What follows belongs to an exercise in optimizing a design on an open flow for small area and a short achievable clock period; a production flow would make more cautious choices.
In this exercise RTL edits were held to simulation tests only and were not proved equivalent to the original.
No activity file was given, so power comes from the tool's default toggle rates.

## run A
## singlecycle
module singlecycle (
    input  logic        i_clk, i_reset,
    input  logic [31:0] i_io_sw,
    input  logic [31:0] i_instr,
    output logic [31:0] o_pc_debug,
    output logic [31:0] o_io_ledr,
    output logic [31:0] o_io_ledg,
    output logic [31:0] o_io_lcd,
    output logic [31:0] o_io_hex0, o_io_hex1, o_io_hex2, o_io_hex3,
    output logic [31:0] o_io_hex4, o_io_hex5, o_io_hex6, o_io_hex7
);
export LEC_CHECK = 0
export CAP_MARGIN = 35
export CORE_MARGIN = 2
export CORE_UTILIZATION = 45
export PLACE_DENSITY = 0.6
export SLEW_MARGIN = 35
export SYNTH_HIERARCHICAL = 1
create_clock -name core_clock -period 30.0 [get_ports {i_clk}]
standard.sh (not shown) runs the stock make flow with config.mk's settings and CLKGATE_MAP_FILE= SYNTH_SCRIPT=/design/flow/synth_recipe.tcl, a recipe that flattens the netlist after the stock synthesis.
==> flow/flow/run.sh <==
#!/bin/bash
# Layout flow: the standard ORFS flow (standard.sh) with these changes:
#  - repair_timing aims at 21 ns of setup slack, so the resizer sizes and buffers
#    the critical paths instead of stopping once the 30 ns clock is met;
#  - clock tree sinks are clustered 25 to a buffer and CTS adds no dummy loads;
#  - ports are buffered with buf_1 cells.
# The synthesis, floorplan, power grid, SDC and clock period are the standard ones.
set -euo pipefail
export SETUP_SLACK_MARGIN=21
export CTS_ARGS="-sink_clustering_enable -repair_clock_nets -sink_clustering_size 25 -sink_clustering_max_diameter 100 -dont_use_dummy_load"
export BUFFER_PORTS_ARGS="-buffer_cell sky130_fd_sc_hd__buf_1"
bash standard.sh > standard.log 2>&1
Changes in run B relative to run A:
Settings: PLACE_DENSITY changed from 0.6 to 0.55; CORE_UTILIZATION changed from 45 to 30.
Notes after the runs:
The worst setup slack of run B was superior to that of run A.
Run B vs. run A: worst path arrival time shows an increase of 0.09 ns; final period demand of the worst path shows a reduction of 0.089 ns; number of antenna violations at the first check in global routing shows a reduction of 6; sequential share of layout area shows a reduction of 1.0 points.
Run B was carried through to the last stage, and its layout satisfied the timing, DRC and antenna checks.
Routed wire length on met2 (run B vs. run A) increases slightly
diff inputs: run B => run C
Settings: swapping 0.55 for 0.62 in PLACE_DENSITY.
--- outcome ---
Taking run B over run C, the post-cts repair resize count ratio works out to 1.4. NOTE worst reg2reg path depth run B->run C decreased by a little under 10%. Diff run B -> run C: wire length went down 2.5%, routed length per instance -2.2%, sequential share of layout area saw little to no change. In terms of final worst-path cycle share, run B and run C differ only marginally. Comparing run B with run C, the final cell count came out essentially unchanged. Clock network power share essentially unchanged between run B and run C. Run C ends up with lower wire length of the first global-routing pass than run B does. Of run C and run B, it is run C that has the lower worst path arrival time.
Edits applied to the flow inputs when going from run C to run D:
Settings: PLACE_DENSITY now 0.55, was 0.62.
-- flow/flow/run.sh --
<<< run C, line 3
#  - repair_timing aims at 21 ns of setup slack, so the resizer sizes and buffers
>>> run D, line 3
#  - repair_timing aims at 21.5 ns of setup slack, so the resizer sizes and buffers
<<< run C, line 9
export SETUP_SLACK_MARGIN=21
>>> run D, line 9
export SETUP_SLACK_MARGIN=21.5
### Flow results
The final RePlAce weighted congestion was comparable across run D and run C. Fraction of area in clock buffers and inverters: run C vs run D — no meaningful difference. Between run D and run C, area added between synthesis and finish is higher for run D, run C comes in under that. Looking at mean routed wirelength per cell across run D and run C, the one that comes out lower is run C. Re inserted tap cell count: no difference whatsoever between run C and run D. X dimension of the die came out exactly the same in run D and run C. Shortest period the worst path allows for run D: 0.088 ns up relative to run C.
For run E, these inputs were changed with respect to run D:
Settings: changing PLACE_DENSITY from 0.55 to 0.7.
-- flow/flow/run.sh --
<<< run D, line 3
#  - repair_timing aims at 21.5 ns of setup slack, so the resizer sizes and buffers
>>> run E, line 3
#  - repair_timing aims at 21 ns of setup slack, so the resizer sizes and buffers
<<< run D, line 9
export SETUP_SLACK_MARGIN=21.5
>>> run E, line 9
export SETUP_SLACK_MARGIN=21
==> notes.md <==
- Per the comparison of run E with run D, worst reg-to-reg path cell count higher, wire length reported by the detailed router went down by about 5.4%, met2 usage in global routing saw a decrease, number of detailed-route iterations in the first pass went down 1.
- Relative to run D, relative contribution of sequential cells to total power has increased by 0.9 points in run E.
- Across both runs, minimum hold slack was lower for run E than for run D.
- Against run D, count of clock-buffer cells in the layout in run E fell by a few percent.
- Total non-filler cell area in the finished layout in run E vs run D: down about 1.1%

[afterwards: timing with drivers on the ports]
How much do the figures lean on ideal ports? The routed layouts below were timed once more, with nothing changed but the port constraints. Step 1 sets driving cells, clkbuf_16 on the clock port and buf_2 on the other inputs (assumed; they add their load-dependent delay and slew). Step 2 adds t to the input delays and takes it off the output delays; t is the mean of the earliest and latest rising clock arrival at the registers after step 1. Input paths then give back, and output paths get back, about the clock's delay inside the block. Slacks: no drivers / after step 1 / after step 2; pairs: no drivers / after step 1.
| run | t, ns | setup WS [ns] | worst hold slack (ns) |
|---|---|---|---|
| run A | 1.018 | 20.325 / 20.394 / 19.377 | 0.556 / 0.556 / 0.556 |
| run B | 1.050 | 20.415 / 20.403 / 19.352 | 0.537 / 0.537 / 0.537 |
| run C | 1.022 | 20.448 / 20.509 / 19.487 | 0.506 / 0.506 / 0.506 |
| run D | 1.070 | 20.360 / 20.073 / 19.004 | 0.544 / 0.544 / 0.544 |
| run E | 0.986 | 20.303 / 20.349 / 19.363 | 0.533 / 0.533 / 0.533 |
After both steps every run listed still meets setup and hold. For run D, which loses most, drivers alone change the setup slack by -0.287 ns; drivers and shift together by -1.356 ns.
